Source: an optimization exercise on an open RTL-to-GDS flow (aim: small area). Production flows keep margins and buffers that such runs may drop. In this exercise RTL edits were held to simulation tests only and were not proved equivalent to the original. No activity file was given, so power comes from the tool's default toggle rates.

File: flow/design.v
module UART_RECEIVER 
  #(
    parameter WORD_SIZE = 8,
    parameter CLOCK_FREQ = 50000000,
    parameter BAUD_RATE = 1250000
  )
  (
    input wire clk,
    input wire rst,
    input wire rx,
    output reg[WORD_SIZE-1:0] data_read,
    output reg rx_avbl_i  
  );
  wire baud; 
  localparam BAUD_LIMIT = CLOCK_FREQ / BAUD_RATE;
  localparam QTR_BAUD = BAUD_LIMIT / 4;
  localparam THR_QTR_BAUD = BAUD_LIMIT * 4 / 5;
  reg[15:0] baud_counter;
  assign baud = (baud_counter == 0);
  wire qtr_baud, thr_qtr_baud;
  assign qtr_baud = (baud_counter == QTR_BAUD);
  assign thr_qtr_baud = (baud_counter == THR_QTR_BAUD);
  reg[2:0] STATE;
  localparam IDLE = 0;
  localparam START = 1;
  localparam WAIT = 2;
  localparam LISTEN = 3;
  localparam STOP = 4;
  localparam SECONDWAIT = 5;
  reg[$clog2(WORD_SIZE)-1:0] bit_counter;
  wire negedge_rx; reg prev_rx;
  assign negedge_rx = (prev_rx && ~rx);
  always @ (posedge clk) begin
    if (rst) begin
      STATE <= IDLE;
      bit_counter <= 0;
      rx_avbl_i <= 0;
      baud_counter <= 0;
    end else if (STATE != IDLE) begin
      if (baud_counter == BAUD_LIMIT) begin
        baud_counter <= 0;
      end else begin
        baud_counter <= (baud_counter + 1);
      end
    end else begin
      baud_counter <= 0;
    end
    if (baud && ~rst) begin
      case (STATE) 
        IDLE: begin 
          if (negedge_rx) begin  
            STATE <= START;
            baud_counter <= 1;  
          end
        end
        START: begin
          STATE <= WAIT;
        end
        WAIT: begin 
        end
        LISTEN: begin 
          data_read[WORD_SIZE-1-bit_counter] <= rx;  
          if (bit_counter == (WORD_SIZE-1)) begin
            bit_counter <= 0;
            STATE <= STOP;
          end else begin
            bit_counter <= (bit_counter + 1);
          end
        end
        STOP: begin 
          if (rx) begin  
            rx_avbl_i <= 1;
          end else begin
            rx_avbl_i <= 0;
          end
          STATE <= SECONDWAIT;
        end
        default: begin
          STATE <= IDLE;
        end
      endcase
    end else if (qtr_baud) begin
      case (STATE)
        WAIT: begin
          STATE <= LISTEN;
          baud_counter <= 0;
        end
        default: begin
        end
      endcase
    end else if (thr_qtr_baud) begin
      case (STATE)
        SECONDWAIT: begin
          STATE <= IDLE;  
        end
      endcase
    end
    if (rx_avbl_i) begin
      rx_avbl_i <= 0;
    end
    prev_rx <= rx;
  end
endmodule
module UART_TRANSMITTER
  #(
    parameter WORD_SIZE = 8,
    parameter CLOCK_FREQ = 50000000,
    parameter BAUD_RATE = 1250000
  )
  (
    input wire clk,
    input wire rst,
    input wire[WORD_SIZE-1:0] data_send,
    input wire tx_send_i,
    output reg tx_avbl_i,
    output reg tx
  );
  wire baud; 
  localparam BAUD_LIMIT = CLOCK_FREQ / BAUD_RATE;
  localparam TWO_BAUD_LIMIT = 2 * BAUD_LIMIT;  
  reg[15:0] baud_counter;
  assign baud = (baud_counter == 0);
  reg[$clog2(WORD_SIZE)-1:0] bit_counter;
  reg[1:0] STATE;
  localparam IDLE = 0;
  localparam START = 1;
  localparam TRANSMIT = 2;
  localparam DONE = 3;
  always @ (posedge clk) begin
    if (rst) begin
      baud_counter <= 0;
    end else begin
      case (STATE)
        IDLE: begin
          if (baud || baud_counter == TWO_BAUD_LIMIT) begin
            baud_counter <= 0;
          end else begin
            baud_counter <= (baud_counter + 1);
          end
        end
        START: begin
          if (baud_counter == BAUD_LIMIT) begin
            baud_counter <= 0;
          end else begin
            baud_counter <= (baud_counter + 1);
          end
        end
        TRANSMIT: begin
          if (baud_counter == BAUD_LIMIT) begin
            baud_counter <= 0;
          end else begin
            baud_counter <= (baud_counter + 1);
          end
        end
        DONE: begin
          if (baud_counter == BAUD_LIMIT) begin
            baud_counter <= 0;
          end else begin
            baud_counter <= (baud_counter + 1);
          end
        end
      endcase
    end
  end
  always @ (posedge clk) begin
    if (rst) begin
      STATE <= IDLE;
      bit_counter <= 0;
      tx <= 1;
    end else begin
      case (STATE) 
        IDLE: begin 
          if (baud) begin
            if (tx_send_i) begin
              STATE <= START;
            end
            tx <= 1;
          end
        end
        START: begin
          tx <= 0;
          STATE <= TRANSMIT;
        end
        TRANSMIT: begin 
          if (baud) begin
            tx <= data_send[WORD_SIZE-bit_counter-1];
            if (bit_counter == (WORD_SIZE-1)) begin
              bit_counter <= 0;
              STATE <= DONE;
            end else begin
              bit_counter <= (bit_counter + 1);
              STATE <= TRANSMIT;
            end
        end
        end
        DONE: begin
          if (baud) begin
            tx <= 1;
            STATE <= IDLE;
          end
        end
      endcase
    end
  end
  always @ (posedge clk) begin
    if (rst) begin
      tx_avbl_i <= 0;
    end else begin
      case (STATE) 
        IDLE: begin 
          if (baud && ~tx_send_i) begin
            tx_avbl_i <= 1;
          end else begin
            tx_avbl_i <= 0;
          end
        end
        default: begin
          tx_avbl_i <= 0;
        end
      endcase
    end
  end
endmodule
module UART_CONTROLLER 
  #(
    parameter rx_RING_SIZE =15,
    parameter tx_RING_SIZE = 15,
    parameter WORD_SIZE = 8
  )
  (
    input wire clk,
    input wire rst,
    input wire[WORD_SIZE-1:0] data_in,
    input wire write_nic,  
    input wire read_nic,  
    input wire rx,
    output reg[WORD_SIZE-1:0] data_out,
    output reg read_nic_i,  
    output wire tx
  );
  wire rx_data_i; wire[WORD_SIZE-1:0] rx_data;  
  reg tx_data_i; reg[WORD_SIZE-1:0] tx_data;  
  wire tx_avbl_i;
  reg[WORD_SIZE-1:0] rx_ring_buffer[rx_RING_SIZE-1:0];  
  reg[$clog2(rx_RING_SIZE)-1:0] rx_ring_size;  
  reg[$clog2(rx_RING_SIZE)-1:0] rx_read_ptr;  
  reg[$clog2(rx_RING_SIZE)-1:0] rx_write_ptr;  
  reg[WORD_SIZE-1:0] tx_ring_buffer[tx_RING_SIZE-1:0];  
  reg[$clog2(tx_RING_SIZE)-1:0] tx_ring_size;  
  reg[$clog2(tx_RING_SIZE)-1:0] tx_read_ptr;  
  reg[$clog2(tx_RING_SIZE)-1:0] tx_write_ptr;  
  UART_RECEIVER uart_receiver(
    .clk(clk), 
    .rst(rst), 
    .rx(rx), 
    .data_read(rx_data),
    .rx_avbl_i(rx_data_i)
  );
  UART_TRANSMITTER uart_transmitter(
    .clk(clk), 
    .rst(rst), 
    .data_send(tx_data),
    .tx_send_i(tx_data_i),
    .tx_avbl_i(tx_avbl_i),
    .tx(tx)
  );
  always @ (posedge clk) begin
    if (rst) begin
      rx_ring_size <= 0;
      rx_read_ptr <= 0;
      rx_write_ptr <= 0;
      read_nic_i <= 0;
      data_out <= 0;
    end else begin
      if (rx_data_i) begin  
        rx_ring_buffer[rx_write_ptr] <= rx_data;
        if (rx_write_ptr == (rx_RING_SIZE-1)) begin
          rx_write_ptr <= 0;
        end else begin
          rx_write_ptr <= (rx_write_ptr + 1);
        end
        if (rx_ring_size != rx_RING_SIZE) begin
          rx_ring_size = (rx_ring_size + 1);
        end else begin 
          if (rx_read_ptr == (rx_RING_SIZE-1)) begin
            rx_read_ptr <= 0;
          end else begin
            rx_read_ptr <= (rx_read_ptr + 1);
          end
        end
      end
      if (rx_ring_size >= 1 && ~read_nic_i && ~read_nic) begin
        read_nic_i <= 1;
      end else begin
        read_nic_i <= 0;
      end
      if (read_nic) begin
        data_out <= rx_ring_buffer[rx_read_ptr];
        if (rx_read_ptr == (rx_RING_SIZE - 1)) begin
          rx_read_ptr <= 0;
        end else begin
          rx_read_ptr <= (rx_read_ptr + 1);
        end
        rx_ring_size <= (rx_ring_size - 1);
      end
    end
  end
  always @ (posedge clk) begin
    if (rst) begin 
      tx_ring_size <= 0;
      tx_read_ptr <= 0;
      tx_write_ptr <= 0;
      tx_data_i <= 0;
    end else begin 
      if (tx_ring_size >= 1 && tx_avbl_i && ~tx_data_i) begin
        tx_data <= tx_ring_buffer[tx_read_ptr];
        tx_data_i <= 1;
        tx_ring_size = (tx_ring_size - 1);
        if (tx_read_ptr == (tx_RING_SIZE-1)) begin
          tx_read_ptr <= 0;
        end else begin
          tx_read_ptr <= (tx_read_ptr + 1);
        end
      end else begin
        tx_data_i <= 0;
      end
      if (write_nic) begin
        tx_ring_buffer[tx_write_ptr] <= data_in;
        if (tx_write_ptr == (tx_RING_SIZE - 1)) begin
          tx_write_ptr <= 0;
        end else begin
          tx_write_ptr <= (tx_write_ptr + 1);
        end
        if (tx_ring_size != tx_RING_SIZE) begin
          tx_ring_size <= (tx_ring_size + 1);
        end else begin
          if (tx_read_ptr == (tx_RING_SIZE - 1)) begin
            tx_read_ptr <= 0;
          end else begin
            tx_read_ptr <= (tx_read_ptr + 1);
          end
        end
      end
    end
  end
endmodule
File: flow/run.sh
#!/bin/bash
# synth_recipe.tcl (not shown) runs the flow's synth.tcl, then flattens the netlist and writes it again
# the make line also repeats each setting of config.mk as NAME=value (left out here)
make -C /OpenROAD-flow-scripts/flow DESIGN_CONFIG=/design/flow/config.mk WORK_HOME=/design/flow/orfs CLKGATE_MAP_FILE= SYNTH_SCRIPT=/design/flow/synth_recipe.tcl finish
File: flow/config.mk
export PLATFORM = sky130hd
export DESIGN_NAME = UART_CONTROLLER
export DESIGN_NICKNAME = UART_CONTROLLER
export VERILOG_FILES = /design/flow/design.v
export SDC_FILE = /design/flow/constraint.sdc
export NUM_CORES = 4
export LEC_CHECK = 0
export CAP_MARGIN = 20
export CORE_MARGIN = 2
export CORE_UTILIZATION = 40
export SLEW_MARGIN = 20
File: flow/constraint.sdc
create_clock -name core_clock -period 10.0 [get_ports {clk}]
set_input_delay 2.0000 -clock core_clock [delete_from_list [all_inputs] [get_ports {clk}]]
set_output_delay 2.0000 -clock core_clock [all_outputs]
set_load 0.01 [all_outputs]
==> flow_summary.ini <==
[place]
port_buffers = 22
place_congestion = 0.777
placed_cell_area_mm2 = 0.0150
hpwl_mm = 16.9

[drt]
antenna_left = 0
routed_wl_mm = 27.6
drc_errors = 0
detail_route.vias_per_cell = 5.34
wl_per_cell_um = 18.2
drtIter0Drc = 459
drtPass1Iterations = 4
vias = 8103

[global_routing]
antenna_found_initial = 0
grt_pass1_vias = 8056
grt-ovfl-total = 0
grt_max_degree = 47
grt_pass1_wl_mm = 44.3
grt_usage_pct = 14.8

[floorplanning]
core-area_mm2 = 0.0354
dieHeight_um = 193
initial_utilization_pct = 40.5
io_pins = 23
die_w_um = 193
die-area_mm2 = 0.0373
num_rows = 69

[timing]
whs_ns = 0.454
worstMarginPinSlew_ns = 1.04
fin_skew_ns = 0.0247
setup_viol = 0
fmax_ghz = 0.260
min_period_over_period_pct = 38.5
period_minus_slack_ns = 3.85
final.setup.tns_ns = 0
drv_slew = 0
hold_viol = 0
slew_headroom_pct = 30.4
rsz0062_at_grt = no

[synth]
ys_seq_area_share_pct = 65.0
synth_cell_type_count = 70
avgSynthCellArea_um2 = 14.1
synth_ff_type = edfxtp_1
netlist_top_cells_area = edfxtp_1, dfxtp_1, mux4_2
synth_seq_cells = 337
synth_top_area_cell = edfxtp_1
postSynthCellCount = 1016
async_reset_ff_share_pct = 0
synth_edf_count = 256
syn_nets = 1055
synth_top_area_share_pct = 53.7
syn-cell-area_mm2 = 0.0143
ys_warn_count = 3

[clock_network]
cts.clk_slew.worst_paths_ns = 0.06
cts_setup_buffers = 0
clockRootBuffer = clkbuf_16
clock-sinks = 337
hold_buffers = 0
ctsHtreeMaxLevel = 2
clockBufferDepth = 3
cts_resized = 0
cts_tree = built
cts_buffers = 36
worstSkewPairLatency_ns = 0.52

[cells_and_area]
drive_gt1_share_pct = 13.0
final_nets = 1069
antenna_cells = 0
syn_to_final_growth_pct = 12.7
final_area_mm2 = 0.0161

[run]
max-cap-violations = 0

[min_path]
hold_path_end = read_nic_i$_SDFF_PP0_
min-delay-path-class = reg2reg
hp-start = read_nic_i$_SDFF_PP0_
hold_depth = 1

[critical_path]
end_kind = flip-flop
criticalPathCategory = in2reg
arrival_ns = 3.98
regToRegStartpoint = tx_ring_size[1]$_SDFF_PP0_
reg2reg_slack_ns = 7.15
worst-endpoint-required_ns = 10.13
path_max_fanout = 11
rr_worst_depth = 11
startpoint_type = primary input
regToRegEndpoint = tx_read_ptr[1]$_SDFF_PP0_

[power_and_ir_drop]
leakagePower_uw = 0.00520
power_density_mw_per_mm2 = 211
irDropWorstVdd_mv = 0.112
power_uw = 3410

[status]
outcome = finished clean
-- placed cells by master (no fill, tap or decap), types with 6 or more instances in the layout --
cell	instances
nor3_2	6
nand2b_1	11
nor2_1	89
a22o_1	12
buf_4	10
nor2b_1	27
dfxtp_1	79
mux4_2	48
nor3_1	14
nand2_1	56
a31oi_1	8
xor2_1	20
a21oi_1	44
and3_1	9
ha_1	26
edfxtp_1	256
a211oi_1	18
clkdlybuf4s50_1	21
nand4_1	12
nand3_1	26
clkbuf_16	36
clkbuf_1	8
mux2i_1	43
o21ai_0	30
inv_1	28
clkinv_1	7
xnor2_1	12
-- per-stage QoR --
step	cells	util, %	worst slack [ns]
floorplan	1016	-	6.27
finish	1518	45.6	6.15
CTS	1518	45.5	5.89
global placement	1453	42.2	5.48
global route	1518	45.6	6.00
detailed placement	1453	42.2	5.37
-- registers in the layout, indices dropped and copies added (netlist names) --
| register | cells |
|---|---|
| rx_ring_buffer | 120 |
| tx_ring_buffer | 120 |
| uart_receiver.baud_counter | 16 |
| uart_transmitter.baud_counter | 16 |
| data_out | 8 |
| tx_data | 8 |
| uart_receiver.data_read | 8 |
| rx_read_ptr | 4 |
| rx_ring_size | 4 |
| rx_write_ptr | 4 |
| tx_read_ptr | 4 |
| tx_ring_size | 4 |
| tx_write_ptr | 4 |
| uart_receiver.STATE | 3 |
| uart_receiver.bit_counter | 3 |
| uart_transmitter.bit_counter | 3 |
| uart_transmitter.STATE | 2 |
| read_nic_i | 1 |
| tx_data_i | 1 |
| uart_receiver.prev_rx | 1 |
| uart_receiver.rx_avbl_i | 1 |
| uart_transmitter.tx | 1 |
| uart_transmitter.tx_avbl_i | 1 |
-- layer usage --
metal  wire [um]  track usage, %
met5           0               0
met4         539            4.16
met3        1020            2.23
met2       13200            24.2
met1       12900            20.6
-- critical path: stages --
cell and delay [ns]:
clkdlybuf4s50_1 0.74, inv_1 0.15, or3_1 0.47, nor2_1 0.61
-- logic make-up (layout without fill, tap and decap cells) --
group | after synthesis | count (layout) | synth area share, %
AOI/OAI and AO/OA | 151 | 151 | 6.99
xor gates and xnor gates | 32 | 32 | 1.96
adders and majority gates | 26 | 26 | 2.27
muxes | 91 | 91 | 10.5
and+or+nand+nor | 295 | 295 | 10.7
buffers and inverters | 84 | 125 | 2.56
DFF | 337 | 337 | 65.0
-- worst max-delay path by stage --
stage / from / endpoint / slack (ns) / depth (start not counted)
2_1_floorplan: rst / tx_ring_buffer[11][0]$_DFFE_PP_ / 6.27 / 3
3_3_place_gp: write_nic / tx_ring_buffer[2][0]$_DFFE_PP_ / 5.48 / 4
3_5_place_dp: write_nic / tx_ring_buffer[2][0]$_DFFE_PP_ / 5.37 / 4
4_1_cts: write_nic / tx_ring_buffer[2][1]$_DFFE_PP_ / 5.89 / 4
5_1_grt: write_nic / tx_ring_buffer[10][1]$_DFFE_PP_ / 6.00 / 4
6_report: write_nic / tx_ring_buffer[6][7]$_DFFE_PP_ / 6.15 / 4
-- power breakdown --
group          switching, uW  internal [uW]  total (uW)
Combinational            282            223         505
Clock                    521            790        1310
Sequential              46.0           1550        1590
-- layout make-up --
cell class              instances  area (um2)
inverters                      28         105
fillers                      3155       19300
clock buffers                  47         972
well taps                     461         577
repair buffers                 32         290
multi-input cells             595        4690
flip-flops and latches        337        9310
clock inverters                18         199
-- Yosys cell counts, types with 4 or more instances --
cell,instances
a211oi_1,18
a21oi_1,44
a22o_1,12
a31oi_1,8
and2_1,4
and3_1,9
and4_1,5
buf_1,7
buf_2,11
buf_4,6
clkbuf_1,30
dfxtp_1,81
edfxtp_1,256
ha_1,26
inv_1,28
mux2i_1,43
mux4_2,48
nand2_1,56
nand2b_1,11
nand3_1,26
nand3b_1,4
nand4_1,12
nor2_1,89
nor2b_1,27
nor3_1,20
nor4_1,5
o21ai_0,30
o31ai_1,5
xnor2_1,12
xor2_1,20

## port drivers added, routing unchanged
Ports are ideal in the flow. The routed layout listed here was re-timed in OpenROAD.
Step 1, drivers: a clkbuf_16 drives clk and a buf_2 each remaining input, both assumed.
Step 2 also shifts input and output timing later by t, the mid clock arrival at the registers, as if the neighbouring blocks saw the same clock.
Slacks: no drivers / after step 1 / after step 2; pairs: no drivers / after step 1.
shift t [ns]: 0.563
setup slack, ns: 6.151 / 6.161 / 5.598
worst setup path at the end: input to register
clock arrival spread, ns: 0.027 / 0.028
After both steps this run still meets setup and hold. For this run, drivers alone change the setup slack by +0.010 ns; drivers and shift together by -0.553 ns.
